This is an optimization exercise on Yosys and OpenROAD, whose aim is small area, not a production implementation. In this exercise RTL edits were held to simulation tests only and were not proved equivalent to the original. Power is estimated from default activity; no workload was simulated.

// Piano
module Piano(
	input clk,
	input reset,
	input sw1,
	input sw2,
	input sw3,
	input sw4,
	input sw5,
	input sw6,
	input sw7,
	input btn1,
	input btn2,
	input btn3,
	input btn4,
	output sound
	);
Size: about 980 cells after synthesis, roughly 350 flip-flops, ~14 I/O pins, roughly 0.010 mm^2 of cells after synthesis.
Settings: LEC_CHECK=0, CAP_MARGIN=20, CORE_MARGIN=2, CORE_UTILIZATION=40, CTS_BUF_LIST=sky130_fd_sc_hd__clkbuf_4 sky130_fd_sc_hd__clkbuf_8, CTS_CLUSTER_DIAMETER=60, CTS_CLUSTER_SIZE=22, SLEW_MARGIN=20; clock period 6.0 ns.
run.sh (not shown) runs the stock make flow with config.mk's settings and CLKGATE_MAP_FILE= SYNTH_SCRIPT=/design/flow/synth_recipe.tcl, a recipe that flattens the netlist after the stock synthesis.
Next try:
CTS_CLUSTER_DIAMETER = 50   (was 60)
CTS_CLUSTER_SIZE = 16   (was 22)
Outcome:
- non-clock buffer count does not change
- clock-buffer cell count increases by 5
- synthesized cell count stays the same
- cell area went up by about 1.1%
- clock skew hardly moves
- worst setup slack barely changes
- wire length increases by 0.72%
- synthesized area stays the same


== run A ==
Piano, a different RTL version from the one above (not shown whole).
For scale: ~730 cells after synthesis, roughly 350 flip-flops, roughly 14 I/O pins, ~9500 µm² of cells after synthesis.
Settings: LEC_CHECK=0, CAP_MARGIN=20, CORE_MARGIN=2, CORE_UTILIZATION=55, CTS_BUF_LIST=sky130_fd_sc_hd__clkbuf_4 sky130_fd_sc_hd__clkbuf_8, CTS_CLUSTER_DIAMETER=50, CTS_CLUSTER_SIZE=16, SLEW_MARGIN=20; clock period 6.0 ns.
standard.sh (not shown) runs the stock make flow with config.mk's settings and CLKGATE_MAP_FILE= SYNTH_SCRIPT=/design/flow/synth_recipe.tcl, a recipe that flattens the netlist after the stock synthesis.
==> flow/flow/run.sh <==
#!/bin/bash
# Own flow: the standard layout (standard.sh, unchanged synthesis), with two CTS and
# port-buffer options that ORFS only takes from the environment:
#  - clock tree from clkbuf_4/clkbuf_8 with sink clusters of 16 within 50 um, and no dummy
#    loads (cells CTS adds only to balance the tree's load)
#  - port buffers of the smallest buffer, buf_1
# Each tool's output goes to standard.log here; ORFS's own logs stay under orfs/logs.
set -euo pipefail
export CTS_ARGS="-sink_clustering_enable -repair_clock_nets -sink_clustering_size 12 -sink_clustering_max_diameter 40 -buf_list {sky130_fd_sc_hd__clkbuf_2 sky130_fd_sc_hd__clkbuf_4} -dont_use_dummy_load"
export BUFFER_PORTS_ARGS="-buffer_cell sky130_fd_sc_hd__buf_1"
bash standard.sh > standard.log 2>&1
Run A closes out successfully: all stages finished, all timing, DRC and antenna checks passed.
### run A -> run B
Settings: CORE_UTILIZATION: 55 -> 70; PLACE_DENSITY: unset -> 0.8.
diff --git a/flow/flow/run.sh b/flow/flow/run.sh
--- a/flow/flow/run.sh
+++ b/flow/flow/run.sh
@@ -9 +9 @@
-export CTS_ARGS="-sink_clustering_enable -repair_clock_nets -sink_clustering_size 12 -sink_clustering_max_diameter 40 -buf_list {sky130_fd_sc_hd__clkbuf_2 sky130_fd_sc_hd__clkbuf_4} -dont_use_dummy_load"
+export CTS_ARGS="-sink_clustering_enable -repair_clock_nets -sink_clustering_size 10 -sink_clustering_max_diameter 35 -buf_list {sky130_fd_sc_hd__clkbuf_2 sky130_fd_sc_hd__clkbuf_4} -dont_use_dummy_load"
Notes after the runs:
- Going from run A to run B, clock period minus worst slack now larger; final routed DRC violation total level; initial antenna violation count -1.
> inputs changed (run B -> run C)
Settings: a deleted PLACE_DENSITY that had been 0.8; a change of CORE_UTILIZATION from 70 to 55.
diff --git a/flow/flow/run.sh b/flow/flow/run.sh
--- a/flow/flow/run.sh
+++ b/flow/flow/run.sh
@@ -9 +9 @@
-export CTS_ARGS="-sink_clustering_enable -repair_clock_nets -sink_clustering_size 10 -sink_clustering_max_diameter 35 -buf_list {sky130_fd_sc_hd__clkbuf_2 sky130_fd_sc_hd__clkbuf_4} -dont_use_dummy_load"
+export CTS_ARGS="-sink_clustering_enable -repair_clock_nets -sink_clustering_size 16 -sink_clustering_max_diameter 50 -buf_list {sky130_fd_sc_hd__clkbuf_4 sky130_fd_sc_hd__clkbuf_8} -dont_use_dummy_load"
[summary]
Side by side, minimum clock period turned out lower in run C than in run B. Looking at via count, run C sits 3.0% lower than run B does. Against run B as the reference, run C delivers a higher clock share of power. Run C: done, clean on timing, DRC and antenna. Against run B, run C comes in about 8% higher on power of the clock network.
## Diff of input files: run D against run C
diff --git a/flow/flow/run.sh b/flow/flow/run.sh
--- a/flow/flow/run.sh
+++ b/flow/flow/run.sh
@@ -9 +9 @@
-export CTS_ARGS="-sink_clustering_enable -repair_clock_nets -sink_clustering_size 16 -sink_clustering_max_diameter 50 -buf_list {sky130_fd_sc_hd__clkbuf_4 sky130_fd_sc_hd__clkbuf_8} -dont_use_dummy_load"
+export CTS_ARGS="-sink_clustering_enable -repair_clock_nets -sink_clustering_size 10 -sink_clustering_max_diameter 35 -buf_list {sky130_fd_sc_hd__clkbuf_2 sky130_fd_sc_hd__clkbuf_4} -dont_use_dummy_load"
## What came out
- On wire length on met2: between run D and run C, it ends up lower for run C.
- Net switching power figure (lower): run C
- In run D relative to run C, design internal power had gone down by a few percent.
- Period utilization | run D above run C
- Diff run C -> run D | final instance area | down slightly


Piano, a different RTL version from the one above (not shown whole).
Size in the first run: ~720 cells after synthesis, ~14 I/O pins, about 9400 sq um of cells after synthesis.
clock: 6.0 ns
lec_check: 0
cap_margin: 20
core_margin: 2
core_utilization: 55
cts_buf_list: sky130_fd_sc_hd__clkbuf_4 sky130_fd_sc_hd__clkbuf_8
cts_cluster_diameter: 50
cts_cluster_size: 16
slew_margin: 20
==> flow/flow/run.sh <==
#!/bin/bash
# Own flow: the standard layout (standard.sh, unchanged synthesis), with two CTS and
# port-buffer options that ORFS only takes from the environment:
#  - clock tree from clkbuf_4/clkbuf_8 with sink clusters of 16 within 50 um, and no dummy
#    loads (cells CTS adds only to balance the tree's load)
#  - port buffers of the smallest buffer, buf_1
# Each tool's output goes to standard.log here; ORFS's own logs stay under orfs/logs.
set -euo pipefail
export CTS_ARGS="-sink_clustering_enable -repair_clock_nets -sink_clustering_size 16 -sink_clustering_max_diameter 40 -buf_list {sky130_fd_sc_hd__clkbuf_4 sky130_fd_sc_hd__clkbuf_8} -dont_use_dummy_load"
export BUFFER_PORTS_ARGS="-buffer_cell sky130_fd_sc_hd__buf_1"
bash standard.sh > standard.log 2>&1
The baseline produced a clean layout.
Rerun with:
--- a/flow/flow/run.sh
+++ b/flow/flow/run.sh
@@ -9 +9 @@
-export CTS_ARGS="-sink_clustering_enable -repair_clock_nets -sink_clustering_size 16 -sink_clustering_max_diameter 40 -buf_list {sky130_fd_sc_hd__clkbuf_4 sky130_fd_sc_hd__clkbuf_8} -dont_use_dummy_load"
+export CTS_ARGS="-sink_clustering_enable -repair_clock_nets -sink_clustering_size 24 -sink_clustering_max_diameter 45 -buf_list {sky130_fd_sc_hd__clkbuf_8 sky130_fd_sc_hd__clkbuf_16} -dont_use_dummy_load"
The new run completed with no timing, DRC or antenna violations.
Flip-flop and latch count does not change.
Sequential power barely changes.
Die area stays the same.
Worst setup slack barely changes.
Final area is higher by 2.4%.
Register-to-register slack gains 0.08 ns.
Worst hold slack gets better by 0.0070 ns.
Via count goes up by 0.37%.


Starting RTL as in the previous note.
clock: 6.0 ns
lec_check: 0
cap_margin: 20
core_margin: 2
core_utilization: 55
cts_buf_list: sky130_fd_sc_hd__clkbuf_4 sky130_fd_sc_hd__clkbuf_8
cts_cluster_diameter: 50
cts_cluster_size: 16
slew_margin: 20
==> flow/flow/run.sh <==
#!/bin/bash
# Own flow: the standard layout (standard.sh, unchanged synthesis), with two CTS and
# port-buffer options that ORFS only takes from the environment:
#  - clock tree from clkbuf_4/clkbuf_8 with sink clusters of 16 within 50 um, and no dummy
#    loads (cells CTS adds only to balance the tree's load)
#  - port buffers of the smallest buffer, buf_1
# Each tool's output goes to standard.log here; ORFS's own logs stay under orfs/logs.
set -euo pipefail
export CTS_ARGS="-sink_clustering_enable -repair_clock_nets -sink_clustering_size 10 -sink_clustering_max_diameter 35 -buf_list {sky130_fd_sc_hd__clkbuf_2 sky130_fd_sc_hd__clkbuf_4} -dont_use_dummy_load"
export BUFFER_PORTS_ARGS="-buffer_cell sky130_fd_sc_hd__buf_1"
bash standard.sh > standard.log 2>&1
Change:
==> flow/flow/run.sh (replaced) <==
#!/bin/bash
# Own flow: the standard layout (standard.sh, unchanged synthesis), with two CTS and
# port-buffer options that ORFS only takes from the environment:
#  - clock tree from clkbuf_2/clkbuf_4 with sink clusters of at most 12 within 38 um, and
#    no dummy loads (cells CTS adds only to balance the tree's load)
#  - port buffers of the smallest buffer, buf_1
# make's output (yosys and openroad for every step) goes to standard.log here; ORFS also
# keeps each step's log under orfs/logs.
set -euo pipefail
export CTS_ARGS="-sink_clustering_enable -repair_clock_nets -sink_clustering_size 12 -sink_clustering_max_diameter 38 -buf_list {sky130_fd_sc_hd__clkbuf_2 sky130_fd_sc_hd__clkbuf_4} -dont_use_dummy_load"
export BUFFER_PORTS_ARGS="-buffer_cell sky130_fd_sc_hd__buf_1"
bash standard.sh > standard.log 2>&1
Settings changed: CTS_BUF_LIST sky130_fd_sc_hd__clkbuf_4 sky130_fd_sc_hd__clkbuf_8 to default, CTS_CLUSTER_DIAMETER 50 to default, CTS_CLUSTER_SIZE 16 to default.
Effect:
- routed wire length is about the same
- worst setup slack gets better by 0.027 ns
- power shrinks by about 1.1%
- critical path depth does not change

[afterwards: timing with drivers on the ports]
The flow's constraints put no driver on any port. The routed layouts listed below were extracted and timed again, unchanged, in two steps. Step 1 (the two cells are an assumption about what drives the block):
set clk [get_ports {clk}]
set_driving_cell -lib_cell sky130_fd_sc_hd__clkbuf_16 $clk
set_driving_cell -lib_cell sky130_fd_sc_hd__buf_2 [delete_from_list [all_inputs] $clk]
Step 2 times the ports against the registers' clock, not the clock port: input delays grow and output delays shrink by t, the midpoint of the rising clock arrivals with the driver on. Slacks: no drivers / after step 1 / after step 2; pairs: no drivers / after step 1.
run	t, ns	slack for setup (ns)	slew at the worst register clock pin (ns)	worst data-port slew with drivers (ns)	cell pins on the clock port's net
the first run of note 1	0.585	1.628 / 1.601 / 1.601	0.13 / 0.13	0.10	1
the second run of note 1	0.620	1.628 / 1.604 / 1.604	0.10 / 0.10	0.09	1
run A	0.639	2.220 / 2.154 / 2.154	0.12 / 0.12	0.06	1
run B	0.646	2.147 / 2.103 / 2.103	0.10 / 0.10	0.07	1
run C	0.587	2.221 / 2.154 / 2.154	0.09 / 0.09	0.06	1
run D	0.647	2.207 / 2.141 / 2.141	0.10 / 0.10	0.06	1
the first run of note 3	0.549	2.246 / 2.224 / 2.224	0.09 / 0.09	0.03	1
the second run of note 3	0.567	2.247 / 2.225 / 2.225	0.08 / 0.08	0.03	1
the first run of note 4	0.662	2.227 / 2.205 / 2.205	0.11 / 0.11	0.03	1
the second run of note 4	0.639	2.255 / 2.233 / 2.233	0.12 / 0.12	0.03	1
After both steps setup and hold are still met in every run listed. The setup slack of run C, which loses most, moves by -0.067 ns with the drivers and by -0.067 ns with both steps.
